This is an optimization exercise on Yosys and OpenROAD, whose aim is small area, a short achievable clock period and few clock cycles per item, not a production implementation. The RTL was checked by simulation tests, not by an equivalence proof against the original design.

## flow/design.v (module list and top-level ports; edited modules follow where they fit)
// module cheb_fa: 4 lines
// module cheb_ha: 4 lines
// module cheb_bpp: 3 lines
// module cheb_bppn: 3 lines
// module cheb_mac2: 368 lines
// module cheb_mac1: 571 lines
// module cheb_mac0: 524 lines
// module cheb_dsub: 103 lines
// module cheb_accadd: 86 lines
// module cheb_cpa16: 75 lines
// module layer: 123 lines
module layer #(
    parameter integer WIDTH     = 16,
    parameter integer ACC_WIDTH = 22
)(
    input  logic              clk,
    input  logic              rst_n,
    input  logic              start,
    input  logic signed [WIDTH-1:0] x_in,
    output logic              ready,
    output logic              debug_bit,
    output logic signed [WIDTH-1:0]     y_out,
    output logic signed [ACC_WIDTH-1:0] acc_out
);
  // ...
==> flow/flow/run.sh <==
#!/bin/bash
# The standard layout (the standard.sh: ORFS synthesis to final layout),
# with timing repair aimed at a setup slack margin of 6.6 ns, i.e. paths of
# at most 3.4 ns; the SDC, clock period and I/O constraints are unchanged.
set -euo pipefail
bash standard.sh SETUP_SLACK_MARGIN=6.6 finish > standard.log 2>&1
==> flow/standard.sh <==
#!/bin/bash
# synth_recipe.tcl (not shown) runs the flow's synth.tcl, then flattens the netlist and writes it again
# the make line also repeats each setting of config.mk as NAME=value (left out here)
make -C /OpenROAD-flow-scripts/flow DESIGN_CONFIG=/design/flow/config.mk WORK_HOME=/design/flow/orfs CLKGATE_MAP_FILE= SYNTH_SCRIPT=/design/flow/synth_recipe.tcl "${@:-finish}"
==> flow/config.mk <==
export PLATFORM = sky130hd
export DESIGN_NAME = layer
export DESIGN_NICKNAME = layer
export VERILOG_FILES = /design/flow/design.v
export SDC_FILE = /design/flow/constraint.sdc
export NUM_CORES = 4
export LEC_CHECK = 0
export CAP_MARGIN = 20
export CORE_MARGIN = 2
export CORE_UTILIZATION = 40
export SLEW_MARGIN = 20
export SYNTH_HIERARCHICAL = 1
export SYNTH_MINIMUM_KEEP_SIZE = 0
==> flow/constraint.sdc <==
create_clock -name core_clock -period 10.0 [get_ports {clk}]
set_input_delay 2.0000 -clock core_clock [delete_from_list [all_inputs] [get_ports {clk}]]
set_output_delay 2.0000 -clock core_clock [all_outputs]
set_load 0.01 [all_outputs]
==> impl_metrics.tcl, run 1 <==
set metrics [dict create \
    status "timing/DRC/antenna clean" \
    cts_sinks 329 \
    stdcell_count 3439 \
    antenna_found_initial 1 \
    crit_required_ns 10.44 \
    ys_seq_elements 329 \
    wl_met1_um 31120 \
    core.rowCount 95 \
    drc_errors 0 \
    cts_resized 144 \
    placed_cell_area_um2 28670 \
    worstMarginPinSlew_ns 1.121 \
    path_clk_slew_ns 0.06 \
    grt-busiest-layer "met2" \
    die_w_um 263.5 \
    die-height_um 263.5 \
    dp_cells 3167 \
    grt_pass1_wl_um 113300 \
    top_layer "met4" \
    final_core_util_pct 48.95 \
    regToRegStartpoint "c0$_DFF_P_" \
    cts_max_path_buffers 3 \
    cp_max_fo 3 \
    nFillCells 5832 \
    fin_area_um2 32760 \
    postSynth.asyncResetShare_pct 4.559 \
    ant_nets 0 \
    synth_top_family_by_area "adder cells" \
    n_antenna_cell 0 \
    grt_pass1_vias 19730 \
    clk_latency_ns 0.57 \
    period_share_pct 39.45 \
    synthesis.instances 2345 \
    synth-compound-area-share_pct 20.82 \
    synth_common_cells "xnor2_1, a22oi_2, dfxtp_1, fa_1, ha_1" \
    inv_count 135 \
    multi_input_area_share_pct 61.70 \
    wl_met3_um 2824 \
    hold_path_class "register to register" \
    grt_use_met2_pct 35.91 \
    nets 3012 \
]
Testbench counts, summed over its fixed seeds: cycles 8,840, items 384.
==> inputs of run 2 (changes only) <==
==> flow/run.sh (new file) <==
#!/bin/bash
# synth_recipe.tcl (not shown) runs the flow's synth.tcl, then flattens the netlist and writes it again
# the make line also repeats each setting of config.mk as NAME=value (left out here)
make -C /OpenROAD-flow-scripts/flow DESIGN_CONFIG=/design/flow/config.mk WORK_HOME=/design/flow/orfs CLKGATE_MAP_FILE= SYNTH_SCRIPT=/design/flow/synth_recipe.tcl finish
--- a/flow/config.mk
+++ b/flow/config.mk
@@ -8,6 +8,7 @@
 export CAP_MARGIN = 20
 export CORE_MARGIN = 2
 export CORE_UTILIZATION = 40
+export SETUP_SLACK_MARGIN = 5
 export SLEW_MARGIN = 20
 export SYNTH_HIERARCHICAL = 1
 export SYNTH_MINIMUM_KEEP_SIZE = 0
removed: flow/flow/run.sh
removed: flow/standard.sh
==> run 2 against run 1 <==
  * Still clean on timing, DRC and antenna
  * Via count shrank 5.6%
  * Count of clock-buffer cells in the layout fell by 3
  * Worst hold slack improved by 0.00090 ns
  * Clock skew fell by 0.017 ns
  * First-iteration DRC count up 14%
  * Utilization decreased by 4.7 points
  * Die area stayed put
  * Final area shrank 9.5%
==> impl_metrics.tcl, run 2 <==
set metrics [dict create \
    status "timing/DRC/antenna clean" \
    core_region_area_um2 66920 \
    cp-startpoint "a0[0]$_DFF_P_" \
    final_hold_viol_count 0 \
    slew_violations 0 \
    viasPerCell 5.326 \
    h-tree-depth 2 \
    drtIter0Drc 1092 \
    ioPinCount 59 \
    crit_path_end_kind "register" \
    final_common_cell "xnor2_1" \
    worstMarginPinSlew_ns 1.188 \
    ant_nets 0 \
    min_path_cells 0 \
    slew_headroom_pct 20.66 \
    grt_pass1_vias 18520 \
    start_kind "register" \
    regToRegStartpoint "a0[0]$_DFF_P_" \
    nFillCells 6165 \
    fmax_mhz 214.5 \
    grt_usage_pct 18.96 \
    syn_to_final_growth_pct 10.05 \
    nets 2846 \
    synth-edff-count 0 \
    worst_path_max_delay_cell "fa_1" \
    clk_latency_ns 0.57 \
    netlist.area_leader.share_pct 23.34 \
    die_w_um 263.5 \
    routedWlPerCell_um 19.91 \
    fin_setup_tns_ns 0 \
    die-height_um 263.5 \
    first_pass_iters 5 \
    synth_area_um2 26930 \
    start_util_pct 40.25 \
    critPathTopFamily "adder cells" \
    crit_arrival_ns 5.11 \
    synth-compound-area-share_pct 20.82 \
    ys_warn_count 10 \
    crit_required_ns 10.45 \
    drc_errors 0 \
    dp_cells 3200 \
    fp.dieArea_um2 69430 \
    place_hpwl_um 47470 \
    overflow 0 \
    yosysMostFrequentCell "xnor2_1" \
    largest_reg_flops 22 \
    vias 17430 \
    worst-setup-path-type "register to register" \
    cts_sinks 329 \
    maxCapViolCount 0 \
    syn_avg_cell_area_um2 11.49 \
    cts_max_path_buffers 3 \
    max_stage_delay_ns 0.46 \
    rr_endpoint "acc[19]$_DFF_P_" \
    synthXorXnorAreaFrac_pct 13.74 \
    root_buffer "clkbuf_16" \
    final_cell_mix "xnor2_1, a22oi_2, dfxtp_1" \
    grt_pass1_wl_um 104700 \
    muxShareOfSynthArea_pct 0.8408 \
    path_clk_slew_ns 0.06 \
    wirelength_um 65150 \
    ys_types 79 \
    rsz0062_at_grt "false" \
    synth_common_cells "xnor2_1, a22oi_2, dfxtp_1, fa_1, ha_1" \
    core.rowCount 95 \
    hold_buffers 0 \
    setup_violations 0 \
    path_cells "inv_1 -> fa_1 -> fa_1 -> nor2b_1 -> o2111ai_1 -> a21oi_2 -> o21ai_0 -> a2111oi_1 -> a211oi_1 -> nand2_1 -> inv_1 -> ha_1 -> nand4_1 -> inv_1 -> a221oi_2 -> a31oi_1 -> fa_1 -> xor2_1" \
    grt_max_degree 31 \
    syn_nets 2821 \
    antenna_found_initial 0 \
    rrSetupSlack_ns 5.34 \
    cp_max_fo 7 \
    gp_congestion 0.8746 \
    regMostFlops "acc" \
    fin_worst_skew_ns 0.02274 \
    synth_fa_ha_area_share_pct 29.14 \
    stdcell_count 3272 \
    hold_path_class "register to register" \
    worst-path-buf-inv 3 \
    n_antenna_cell 0 \
    min-delay-start "x3[13]$_DFF_P_" \
    drive_gt1_share_pct 20.84 \
    min_to "x4[13]$_DFF_P_" \
    ys_seq_elements 329 \
    ys_seq_area_share_pct 24.73 \
    synthesis.instances 2345 \
    synth_top_family_by_area "adder cells" \
    synth_ff_type "dfxtp_1" \
    period_share_pct 46.63 \
    cts_tree "built" \
    synthTopCellsByArea "dfxtp_1, fa_1, a22oi_2" \
    r2r_cells 18 \
    yosys.area_share.simple_pct 5.472 \
    cts_made_buffers 40 \
    postSynth.asyncResetShare_pct 4.559 \
    portBuffers 58 \
    fin_crit_ns 4.663 \
    synth_top_area_cell "dfxtp_1" \
]
## run 2: cell counts after synthesis
Identical to the previous run, type by type.
## run 2: worst max-delay path by stage
stage	endpoint	slack (ns)	depth (start not counted)
after floorplan	b1s[11]$_DFF_P_	5.16	9
after global placement	c0$_DFF_P_	5.31	11
after detailed placement	c0$_DFF_P_	5.27	11
after CTS	c0$_DFF_P_	5.24	11
after global routing	acc[21]$_DFF_P_	5.01	18
final	acc[19]$_DFF_P_	5.34	18
## run 2: per-layer routing
metal / global-route usage [%] / vias up / share of wire (%)
li1: - / 8103 / -
met1: 24.82 / 8828 / 45
met2: 31.36 / 364 / 48
met3: 3.040 / 133 / 4.3
met4: 7.398 / 0 / 3.6
met5: 0 / - / 0
## run 2: cell families after synthesis
| group | Yosys count |
|---|---|
| mux | 18 |
| buf+inv | 263 |
| xor+xnor | 421 |
| flops | 329 |
| fa+ha+maj | 457 |
| compound gates | 558 |
| simple gates | 299 |
## run 2: per-stage QoR
step	setup slack [ns]	utilization, %	cell area [um2]	hold slack [ns]
2_1_floorplan	5.160	-	26930	0.3096
3_3_place_gp	5.307	42.11	28180	0.3104
3_5_place_dp	5.269	42.11	28180	0.3121
4_1_cts	5.241	44.22	29590	0.3240
5_1_grt	5.013	44.29	29640	0.3298
6_report	5.337	44.29	29640	0.3204
## run 2: per-module statistics from Yosys (local to each module, per instance), a selection
module,cells inside,flops+latches,copies in the design,area (um2)
cheb_bppn,2,0,15,21.27
cheb_bpp,2,0,300,21.27
layer,502,329,1,7881
cheb_mac0,100,0,1,708.2
cheb_mac1,182,0,1,1199
cheb_ha,1,0,35,12.51
cheb_mac2,132,0,1,948.4
cheb_cpa16,87,0,3,671.9
## run 2: repair_timing
item,4_1_cts,5_1_grt
setup endpoints to repair,0,2
endpoints found under the hold margin,0,0
resized for setup,0,1
setup buffers,0,0
## run 2: layout make-up
cell class	count	area, um2	share of cell area (%)
timing repair buffer	111	985.9	3.326
inverter	135	506.7	1.710
tap	873	1092	3.685
clock inverter	19	252.7	0.8527
multi-input combinational	1753	18970	64.01
clock buffer	52	1157	3.905
sequential	329	6674	22.52

[afterwards: timing with drivers on the ports]
The results above use ideal ports. As a check the final layouts listed here were re-extracted and re-timed, cells and wires unchanged.
Step 1, drivers: a clkbuf_16 drives clk and a buf_2 each remaining input, both assumed.
Step 2 moves the port delays by t, midway between the first and last clock arrival at a register: inputs arrive t later, outputs are due t later. That takes back most of the time a late clock gives input paths.
a / b / c = ideal / step 1 / step 2; a / b = the first two.
run	t, ns	slack for setup (ns)	worst setup path after step 2	worst slew at a driven data input, ns	cell pins on the clock port's net
run 1	0.607	6.055 / 6.055 / 6.055	register to register	0.04	1
run 2	0.617	5.337 / 5.337 / 5.337	register to register	0.04	1
After both steps every run listed still meets setup and hold.
